Source: an optimization exercise on an open RTL-to-GDS flow (aim: small area and a short achievable clock period). Production flows keep margins and buffers that such runs may drop.
RTL that was checked went through simulation tests only; none was proved equivalent to the original.
Power is estimated from default activity; no workload was simulated.

==> 05-03: inputs <==
// top_systolic_array
module top_systolic_array #(
  parameter int unsigned DATA_WIDTH = 16,
  parameter int unsigned RESET_VAL  = 0,
  parameter int unsigned M_ROWS     = 4,
  parameter int unsigned N_COLS     = 4,
  parameter int unsigned TOTAL_ELEM = M_ROWS * N_COLS
)(
  input  logic clk_i,
  input  logic rst_ni,
  input  logic [M_ROWS*DATA_WIDTH-1:0] array_a_i,
  input  logic [N_COLS*DATA_WIDTH-1:0] array_b_i,
  input  logic feed_a_valid_i,
  input  logic feed_b_valid_i,
  input  logic a_clr_i,
  input  logic b_clr_i,
  input  logic acc_clr_i,
  input  logic start_stream_i,
  input  logic stream_clr_i,
  output logic stream_valid_o,
  output logic [DATA_WIDTH-1:0] stream_data_o
);
export LEC_CHECK = 0
export CAP_MARGIN = 20
export CORE_MARGIN = 2
export CORE_UTILIZATION = 40
export SLEW_MARGIN = 20
create_clock -name core_clock -period 8.0 [get_ports {clk_i}]
run.sh (not shown) runs the stock make flow with config.mk's settings and CLKGATE_MAP_FILE= SYNTH_SCRIPT=/design/flow/synth_recipe.tcl, a recipe that flattens the netlist after the stock synthesis.
==> inputs of 10-04, as changes to 05-03 <==
--- a/flow/design.v
+++ b/flow/design.v
@@ -2,14 +2,13 @@
   input  logic        clk_i,
   input  logic        rst_ni,
   input  logic [15:0] a_i,
   input  logic [15:0] b_i,
   input  logic        a_valid_i,
   input  logic        b_valid_i,
-  input  logic        a_clr_i,
-  input  logic        b_clr_i,
+  input  logic        acc_en_i,
   input  logic        acc_clr_i,
   output logic [15:0] a_reg_o,
   output logic [15:0] b_reg_o,
   output logic [15:0] acc_x_o,
   output logic [15:0] acc_y_o
 );
@@ -797,31 +796,24 @@
   assign k389 = (s325 & k356) | (s325 & s357) | (k356 & s357);
   assign s390 = s329 ^ k358 ^ s359;
   assign k391 = (s329 & k358) | (s329 & s359) | (k358 & s359);
   assign s392 = s332 ^ k360 ^ s361;
   assign nx = {k391, k389, k387, k385, k383, k381, k379, k377, k375, k373, k371, k369, k367, k365, k363, s362};
   assign ny = {s392, s390, s388, s386, s384, s382, s380, s378, s376, s374, s372, s370, s368, s366, s364, 1'b0};
-  always_ff @(posedge clk_i or negedge rst_ni) begin
-    if (!rst_ni) begin
-      a_reg_o <= '0;
-      b_reg_o <= '0;
-    end else begin
-      if (a_clr_i)        a_reg_o <= '0;
-      else if (a_valid_i) a_reg_o <= a_i;
-      if (b_clr_i)        b_reg_o <= '0;
-      else if (b_valid_i) b_reg_o <= b_i;
-    end
+  always_ff @(posedge clk_i) begin
+    if (a_valid_i) a_reg_o <= a_i;
+    if (b_valid_i) b_reg_o <= b_i;
   end
   always_ff @(posedge clk_i or negedge rst_ni) begin
     if (!rst_ni) begin
       acc_x_o <= '0;
       acc_y_o <= '0;
     end else if (acc_clr_i) begin
       acc_x_o <= '0;
       acc_y_o <= '0;
-    end else if (a_valid_i || b_valid_i) begin
+    end else if (acc_en_i) begin
       acc_x_o <= nx;
       acc_y_o <= ny;
     end
   end
 endmodule
 module mac_array #(
@@ -841,36 +833,62 @@
   input  logic                                acc_clr_i,
   output logic [PE_COUNT-1:0][DATA_WIDTH-1:0] acc_x_o,
   output logic [PE_COUNT-1:0][DATA_WIDTH-1:0] acc_y_o
 );
   logic [M_ROWS-1:0][N_COLS-1:0][DATA_WIDTH-1:0] a_reg;
   logic [M_ROWS-1:0][N_COLS-1:0][DATA_WIDTH-1:0] b_reg;
+  logic [N_COLS-1:0] a_live;
+  logic [M_ROWS-1:0] b_live;
+  logic              acc_valid;
+  assign acc_valid = feed_a_valid_i | feed_b_valid_i;
+  always_ff @(posedge clk_i or negedge rst_ni) begin
+    if (!rst_ni) begin
+      a_live <= '0;
+    end else if (a_clr_i) begin
+      a_live <= '0;
+    end else if (feed_a_valid_i) begin
+      a_live <= {a_live[N_COLS-2:0], 1'b1};
+    end
+  end
+  always_ff @(posedge clk_i or negedge rst_ni) begin
+    if (!rst_ni) begin
+      b_live <= '0;
+    end else if (b_clr_i) begin
+      b_live <= '0;
+    end else if (feed_b_valid_i) begin
+      b_live <= {b_live[M_ROWS-2:0], 1'b1};
+    end
+  end
   genvar i, j;
   generate
     for (i = 0; i < M_ROWS; i++) begin : array_row
       for (j = 0; j < N_COLS; j++) begin : array_col
         logic [DATA_WIDTH-1:0] a_in, b_in;
+        logic                  a_in_live, b_in_live;
         if (j == 0) begin : a_port
-          assign a_in = array_a_i[i];
+          assign a_in      = array_a_i[i];
+          assign a_in_live = 1'b1;
         end else begin : a_chain
-          assign a_in = a_reg[i][j-1];
+          assign a_in      = a_reg[i][j-1];
+          assign a_in_live = a_live[j-1];
         end
         if (i == 0) begin : b_port
-          assign b_in = array_b_i[j];
+          assign b_in      = array_b_i[j];
+          assign b_in_live = 1'b1;
         end else begin : b_chain
-          assign b_in = b_reg[i-1][j];
+          assign b_in      = b_reg[i-1][j];
+          assign b_in_live = b_live[i-1];
         end
         mac_pe i_mac_pe (
           .clk_i      ( clk_i                      ),
           .rst_ni     ( rst_ni                     ),
           .a_i        ( a_in                       ),
           .b_i        ( b_in                       ),
           .a_valid_i  ( feed_a_valid_i             ),
           .b_valid_i  ( feed_b_valid_i             ),
-          .a_clr_i    ( a_clr_i                    ),
-          .b_clr_i    ( b_clr_i                    ),
+          .acc_en_i   ( acc_valid & a_in_live & b_in_live ),
           .acc_clr_i  ( acc_clr_i                  ),
           .a_reg_o    ( a_reg[i][j]                ),
           .b_reg_o    ( b_reg[i][j]                ),
           .acc_x_o    ( acc_x_o[i * N_COLS + j]    ),
           .acc_y_o    ( acc_y_o[i * N_COLS + j]    )
         );
- CORE_UTILIZATION: 40 -> 50
- SETUP_SLACK_MARGIN: not set -> 3.5
==> notes <==
- In 10-04 the clock power is smaller than in 05-03, by 8.1%.
- In 05-03 the cell count is larger than in 10-04, by 14%.
- Against 10-04, the first-iteration DRC count of 05-03 is higher by 32%.
- Between 05-03 and 10-04, the lower clock-buffer cell count is in 10-04 (gap 14).
- Against 10-04, the die area of 05-03 is larger by 32%.
- Against 05-03, the global-route usage of 10-04 is higher by 4.8 points.
- Wire length: 10-04 is smaller than 05-03 (about 12%).
- In 10-04 the area after synthesis is lower than in 05-03, by about 5%.
- Setup slack: 05-03 is worse than 10-04 (1.1 ns).
- Sequential power: 05-03 is lower than 10-04 (9.8%).
- Of 05-03 and 10-04, 10-04 has the higher combinational power (gap 57%, measured against 10-04).
==> figures <==
|  | 10-04 | 05-03 |
|---|---|---|
| Run status | complete, no violations | complete, no violations |
| Aggregate global-route resource usage | 33.1% | 28.3% |
| Clock latency of the later-clocked register in the worst-skew pair | 0.78 ns | 0.81 ns |
| Initial antenna violation count | 6 | 57 |
| Wire length of the first global-routing pass | 459000 um | 521000 um |
| Nets@finish | 11100 | 11900 |
| Register-to-register setup slack | 3.57 ns | 2.98 ns |
| Starting Density | 50.2% | 40.3% |
| Post-synthesis cell count | 8910 | 9950 |
| Combinational share of power | 52.0% | 32.2% |
| Number of clock buffer instances in the layout | 149 | 163 |
| Core footprint | 187000 um^2 | 246000 um^2 |
| Post-Synth XOR/XNOR Area | 4.77% | 4.60% |
| Area of combinational cells with multiple inputs | 61900 um^2 | 67800 um^2 |
| Post-Synth Simple-Gate Area | 14.3% | 15.3% |
| Actual transition at the worst max-transition pin | 1.09 ns | 1.20 ns |
| Routability cong. | 0.960 | 0.952 |
| Vertical die dimension | 438 um | 502 um |
| Vias | 63500 | 70900 |
| Final Cell Area | 103000 um^2 | 108000 um^2 |
| Floorplan die width | 438 um | 502 um |
| Non-Clock Buffer Count | 322 | 302 |
| CTS buffer count | 109 | 115 |
No functional check of the RTL was part of 05-03.

-- afterwards: timing with drivers on the ports --
In the flow no input, the clock included, has a driving cell. The finished layouts below were timed again as built, in two steps.
Step 1: set_driving_cell puts a clkbuf_16 on clk_i and a buf_2 on each other input, an assumption about the parent block.
Step 2 times the ports against the registers' clock, not the clock port: input delays grow and output delays shrink by t, the midpoint of the rising clock arrivals with the driver on.
Three values: ideal ports, drivers, drivers and shift; two values: the first two.
run	t, ns	setup WS [ns]	worst register clock-pin slew, ns
05-03	0.881	2.296 / 2.303 / 1.422	0.07 / 0.07
10-04	0.846	3.380 / 3.455 / 2.609	0.07 / 0.07
After both steps every run listed still meets setup and hold. For 05-03, which loses most, drivers alone change the setup slack by +0.007 ns; drivers and shift together by -0.874 ns.
